This design comes from an exercise in tuning for small area, a short achievable clock period and few clock cycles per item on the open sky130 flow, not from production work.
No driver is modelled on the clock port, so clock power and skew are understated where the tree is cut down; a real chip needs a root buffer or a tree.
Power is estimated from default activity; no workload was simulated.

==> flow/design.v <==
module qspi_memory_interface (
    input  wire        clk,
    input  wire        spi_rst_n,
    input  wire        st,
    input  wire        ld,
    input  wire        spi_target,     
    input  wire [15:0] addr,
    input  wire [15:0] data_in,
    output reg  [15:0] data_out,
    output wire        spi_clk,
    output wire        spi_flash_cs,   
    output wire        spi_ram_cs,     
    input  wire [3:0]  spi_data_in,
    output wire [3:0]  spi_data_out,
    output wire [3:0]  spi_data_oe,
    output reg         busy
);
    localparam integer LFSR_N = 28;
    localparam integer LFSR_M = 25;
    localparam integer PAT_K  = 15;
    localparam [PAT_K-1:0] PAT = 15'd31999;
    reg  [6:0]  cnt;
    reg         init_done;
    reg  [31:0] sr;
    reg  [3:0]  dq;
    reg         oeq;
    reg         oe0;
    assign spi_clk      = cnt[0];
    assign spi_data_out = dq;
    assign spi_data_oe  = {oeq, oeq, oeq, oe0};
    wire [5:0] b   = cnt[6:1];
    wire       ev  = !cnt[0];
    reg        fl;
    reg        rm;
    assign spi_flash_cs = !fl;
    assign spi_ram_cs   = !rm;
    wire       wr  = oeq;
    wire [15:0] t = data_out;
    wire s66  = t[0] & !t[1];
    wire s99  = t[1] & !t[2];
    wire s06  = t[3] & !t[4];
    wire s31  = t[4] & !t[5];
    wire i_eb = t[9];
    wire i_wait = !t[0] | (t[2] & !t[3]) | (t[5] & !t[9]);
    wire i_cmd_bit =
        (s66 & ((b == 6'd1) || (b == 6'd2) || (b == 6'd5) || (b == 6'd6))) |
        (s99 & ((b == 6'd0) || (b == 6'd3) || (b == 6'd4) || (b == 6'd7))) |
        (s06 & ((b == 6'd5) || (b == 6'd6))) |
        (s31 & ((b == 6'd2) || (b == 6'd3) || (b == 6'd7) || (b == 6'd14))) |
        (i_eb & ((b == 6'd0) || (b == 6'd1) || (b == 6'd2) || (b == 6'd4) ||
                 (b == 6'd6) || (b == 6'd7)));
    wire [6:0] i_last = i_eb ? 7'd39 : (s31 ? 7'd31 : 7'd15);
    wire hit    = (sr[PAT_K-1:0] == PAT);
    wire lfsr_fb = !(sr[LFSR_N-1] ^ sr[LFSR_M-1]);
    wire go_f   = ld & !spi_target;
    wire go_r   = spi_target & (ld | st);
    wire f_end  = (cnt == 7'd30);
    wire r_end  = (b == 6'd47) & (cnt[0] | !wr);
    reg [3:0] f_nib;
    always @(*) begin
        case (b)
            6'd1:    f_nib = {3'b000, sr[31]};
            6'd2:    f_nib = {sr[31], sr[29], sr[27], sr[25]};
            6'd3:    f_nib = {sr[25], sr[23], sr[21], sr[19]};
            6'd4:    f_nib = {sr[19], sr[17], sr[15], sr[13]};
            6'd5:    f_nib = {sr[13], sr[11], sr[9], 1'b0};
            6'd6:    f_nib = 4'b1010;
            default: f_nib = 4'b0000;
        endcase
    end
    wire r_bit = (b == 6'd6) | ((b == 6'd7) & !wr) |
                 ((b >= 6'd15) & (b <= 6'd30) & sr[27]) |
                 ((b >= 6'd32) & sr[28]);
    wire i_step  = busy & ((i_wait & hit) | (!i_wait & fl & (cnt == i_last)));
    wire i_end   = i_step & i_eb;
    wire d_sh4   = init_done & busy & fl & ev & (cnt >= 7'd24);
    wire d_sh1   = init_done ? (busy & rm & !wr & ev & (cnt >= 7'd64)) : (i_step & !i_eb);
    wire d_hold  = !(d_sh4 | d_sh1 | i_end);
    wire d_in1   = spi_data_in[1] | !init_done;
    always @(posedge clk or negedge spi_rst_n) begin
        if (!spi_rst_n)
            data_out <= 16'h0000;
        else
            data_out <= ({16{d_hold}} & data_out) |
                        ({16{d_sh4}}  & {data_out[11:0], spi_data_in}) |
                        ({16{d_sh1}}  & {data_out[14:0], d_in1});
    end
    always @(posedge clk or negedge spi_rst_n) begin
        if (!spi_rst_n) begin
            busy         <= 1'b0;
            fl <= 1'b0;
            rm <= 1'b0;
            init_done    <= 1'b0;
            oeq          <= 1'b0;
            oe0          <= 1'b0;
        end else if (!init_done) begin
            busy <= 1'b1;
            oeq  <= 1'b0;
            oe0  <= 1'b0;
            if (busy && !i_wait) begin
                if (!fl) begin
                    fl <= 1'b1;
                end else begin
                    oe0 <= 1'b1;
                    oeq <= i_eb & (b >= 6'd8);
                    if (cnt == i_last) begin
                        fl <= 1'b0;
                        oe0          <= 1'b0;
                        oeq          <= 1'b0;
                        if (i_eb) begin
                            init_done <= 1'b1;
                            busy      <= 1'b0;
                        end
                    end
                end
            end
        end else if (!busy) begin
            busy         <= go_f | go_r;
            fl <= go_f;
            rm <= go_r;
            oeq          <= go_r & !ld;
            oe0          <= 1'b0;
        end else begin
            if (fl) begin
                oeq <= (cnt < 7'd15);
                oe0 <= (cnt < 7'd15);
                if (f_end) begin
                    busy         <= 1'b0;
                    fl <= 1'b0;
                    oeq          <= 1'b0;
                    oe0          <= 1'b0;
                end
            end else begin
                oe0 <= 1'b1;
                if (r_end) begin
                    busy       <= 1'b0;
                    rm <= 1'b0;
                    oe0        <= 1'b0;
                    oeq        <= 1'b0;
                end
            end
        end
    end
    wire c_run = busy & (init_done ? !(fl ? f_end : r_end)
                                   : (!i_wait & fl & (cnt != i_last)));
    wire [6:0] cnt_nx = c_run ? cnt + 7'd1 : 7'd0;
    always @(posedge clk or negedge spi_rst_n) begin
        if (!spi_rst_n)
            cnt[0] <= 1'b0;
        else
            cnt[0] <= cnt_nx[0];
    end
    always @(posedge clk)
        cnt[6:1] <= cnt_nx[6:1];
    wire [31:0] ring_in;
    genvar gi;
    generate
        for (gi = 0; gi < 16; gi = gi + 1) begin : g_map
            assign ring_in[(2*gi + 31) % 32] = addr[gi];
            assign ring_in[(2*gi + 30) % 32] = data_in[gi];
        end
    endgenerate
    wire sr_load = init_done & !busy;
    wire sr_rot  = busy & (init_done | (i_wait & !hit));
    wire sr_in0  = init_done ? sr[31] : lfsr_fb;
    always @(posedge clk)
        sr <= ({32{sr_load}} & ring_in) | ({32{sr_rot}} & {sr[30:0], sr_in0});
    always @(posedge clk) begin
        if (!init_done)
            dq <= {i_eb & (b == 6'd14), 1'b0, i_eb & (b == 6'd14), i_cmd_bit};
        else if (fl)
            dq <= f_nib;
        else
            dq <= {3'b000, r_bit};
    end
endmodule
==> flow/config.mk <==
export PLATFORM = sky130hd
export DESIGN_NAME = qspi_memory_interface
export DESIGN_NICKNAME = qspi_memory_interface
export VERILOG_FILES = /design/flow/design.v
export SDC_FILE = /design/flow/constraint.sdc
export NUM_CORES = 4
export LEC_CHECK = 0
export CAP_MARGIN = 20
export CORE_MARGIN = 2
export CORE_UTILIZATION = 40
export SLEW_MARGIN = 20
==> flow/constraint.sdc <==
create_clock -name core_clock -period 10.0 [get_ports {clk}]
set_input_delay 2.0000 -clock core_clock [delete_from_list [all_inputs] [get_ports {clk}]]
set_output_delay 2.0000 -clock core_clock [all_outputs]
set_load 0.01 [all_outputs]
standard.sh (not shown) runs the stock make flow with config.mk's settings and CLKGATE_MAP_FILE= SYNTH_SCRIPT=/design/flow/synth_recipe.tcl, a recipe that flattens the netlist after the stock synthesis.
==> flow/flow/run.sh <==
#!/bin/bash
set -euo pipefail
export POST_CTS_TCL="$PWD/flow/post_cts.tcl"
bash standard.sh finish SETUP_SLACK_MARGIN=7 "BUFFER_PORTS_ARGS=-buffer_cell sky130_fd_sc_hd__buf_1" > make_finish.log 2>&1
Other scripts of this flow, unchanged in this note and not shown: flow/flow/clocktree.tcl, flow/flow/post_cts.tcl
The starting point produced a clean layout.
Then changed:
--- a/flow/design.v
+++ b/flow/design.v
@@ -8,8 +8,8 @@
     input  wire [15:0] data_in,
     output reg  [15:0] data_out,
     output wire        spi_clk,
-    output wire        spi_flash_cs,   
-    output wire        spi_ram_cs,     
+    output reg         spi_flash_cs,   
+    output reg         spi_ram_cs,     
     input  wire [3:0]  spi_data_in,
     output wire [3:0]  spi_data_out,
     output wire [3:0]  spi_data_oe,
@@ -30,10 +30,8 @@
     assign spi_data_oe  = {oeq, oeq, oeq, oe0};
     wire [5:0] b   = cnt[6:1];
     wire       ev  = !cnt[0];
-    reg        fl;
-    reg        rm;
-    assign spi_flash_cs = !fl;
-    assign spi_ram_cs   = !rm;
+    wire       fl  = !spi_flash_cs;
+    wire       rm  = !spi_ram_cs;
     wire       wr  = oeq;
     wire [15:0] t = data_out;
     wire s66  = t[0] & !t[1];
@@ -60,10 +58,7 @@
     always @(*) begin
         case (b)
             6'd1:    f_nib = {3'b000, sr[31]};
-            6'd2:    f_nib = {sr[31], sr[29], sr[27], sr[25]};
-            6'd3:    f_nib = {sr[25], sr[23], sr[21], sr[19]};
-            6'd4:    f_nib = {sr[19], sr[17], sr[15], sr[13]};
-            6'd5:    f_nib = {sr[13], sr[11], sr[9], 1'b0};
+            6'd2, 6'd3, 6'd4, 6'd5: f_nib = data_out[15:12];
             6'd6:    f_nib = 4'b1010;
             default: f_nib = 4'b0000;
         endcase
@@ -73,9 +68,17 @@
                  ((b >= 6'd32) & sr[28]);
     wire i_step  = busy & ((i_wait & hit) | (!i_wait & fl & (cnt == i_last)));
     wire i_end   = i_step & i_eb;
-    wire d_sh4   = init_done & busy & fl & ev & (cnt >= 7'd24);
+    wire d_ld    = init_done & busy & fl & (cnt == 7'd0);
+    wire d_sh4   = init_done & busy & fl & ev & (cnt >= 7'd24 || (cnt >= 7'd4 && cnt <= 7'd8));
+    wire [15:0] a_ring;
+    genvar ai;
+    generate
+        for (ai = 0; ai < 16; ai = ai + 1) begin : g_aring
+            assign a_ring[ai] = sr[(2*ai + 31) % 32];
+        end
+    endgenerate
     wire d_sh1   = init_done ? (busy & rm & !wr & ev & (cnt >= 7'd64)) : (i_step & !i_eb);
-    wire d_hold  = !(d_sh4 | d_sh1 | i_end);
+    wire d_hold  = !(d_sh4 | d_sh1 | d_ld | i_end);
     wire d_in1   = spi_data_in[1] | !init_done;
     always @(posedge clk or negedge spi_rst_n) begin
         if (!spi_rst_n)
@@ -83,13 +86,14 @@
         else
             data_out <= ({16{d_hold}} & data_out) |
                         ({16{d_sh4}}  & {data_out[11:0], spi_data_in}) |
-                        ({16{d_sh1}}  & {data_out[14:0], d_in1});
+                        ({16{d_sh1}}  & {data_out[14:0], d_in1}) |
+                        ({16{d_ld}}   & {a_ring[14:0], 1'b0});
     end
     always @(posedge clk or negedge spi_rst_n) begin
         if (!spi_rst_n) begin
             busy         <= 1'b0;
-            fl <= 1'b0;
-            rm <= 1'b0;
+            spi_flash_cs <= 1'b1;
+            spi_ram_cs   <= 1'b1;
             init_done    <= 1'b0;
             oeq          <= 1'b0;
             oe0          <= 1'b0;
@@ -98,13 +102,13 @@
             oeq  <= 1'b0;
             oe0  <= 1'b0;
             if (busy && !i_wait) begin
-                if (!fl) begin
-                    fl <= 1'b1;
+                if (spi_flash_cs) begin
+                    spi_flash_cs <= 1'b0;
                 end else begin
                     oe0 <= 1'b1;
                     oeq <= i_eb & (b >= 6'd8);
                     if (cnt == i_last) begin
-                        fl <= 1'b0;
+                        spi_flash_cs <= 1'b1;
                         oe0          <= 1'b0;
                         oeq          <= 1'b0;
                         if (i_eb) begin
@@ -116,8 +120,8 @@
             end
         end else if (!busy) begin
             busy         <= go_f | go_r;
-            fl <= go_f;
-            rm <= go_r;
+            spi_flash_cs <= !go_f;
+            spi_ram_cs   <= !go_r;
             oeq          <= go_r & !ld;
             oe0          <= 1'b0;
         end else begin
@@ -126,7 +130,7 @@
                 oe0 <= (cnt < 7'd15);
                 if (f_end) begin
                     busy         <= 1'b0;
-                    fl <= 1'b0;
+                    spi_flash_cs <= 1'b1;
                     oeq          <= 1'b0;
                     oe0          <= 1'b0;
                 end
@@ -134,7 +138,7 @@
                 oe0 <= 1'b1;
                 if (r_end) begin
                     busy       <= 1'b0;
-                    rm <= 1'b0;
+                    spi_ram_cs <= 1'b1;
                     oe0        <= 1'b0;
                     oeq        <= 1'b0;
                 end
What happened: Die area went down by 6.3%. Hold slack stays flat. Via count is lower by 6.9%. Wire length fell by 3.0%. Fmax falls by 0.35%. Setup slack loses 0.010 ns. Sequential share of layout area grows by 1.7 points. Combinational power increases to 3.0 times its value. Cell area is lower by 4.0%.
Function was not checked in any run of this note: the RTL went through the layout flow alone. No run of this note takes its clock network from TritonCTS; it comes from the design's own scripts or RTL.

[port drivers added, routing unchanged]
Ports are ideal in the flow. The routed layouts listed here were re-timed in OpenROAD.
Step 1: set_driving_cell puts a clkbuf_16 on clk and a buf_2 on each other input, an assumption about the parent block.
Step 2 moves the port delays by t, midway between the first and last clock arrival at a register: inputs arrive t later, outputs are due t later. That takes back most of the time a late clock gives input paths.
a / b / c = ideal ports / drivers / drivers and shift; a / b = the first two.
run	shift t [ns]	setup slack, ns	hold slack, ns	worst setup path at the end
the first run	0.211	7.165 / 7.101 / 7.213	0.454 / 0.454 / 0.454	input to register
the second run	0.208	7.155 / 7.096 / 7.279	0.451 / 0.451 / 0.451	register to register
After both steps every run listed still meets setup and hold.
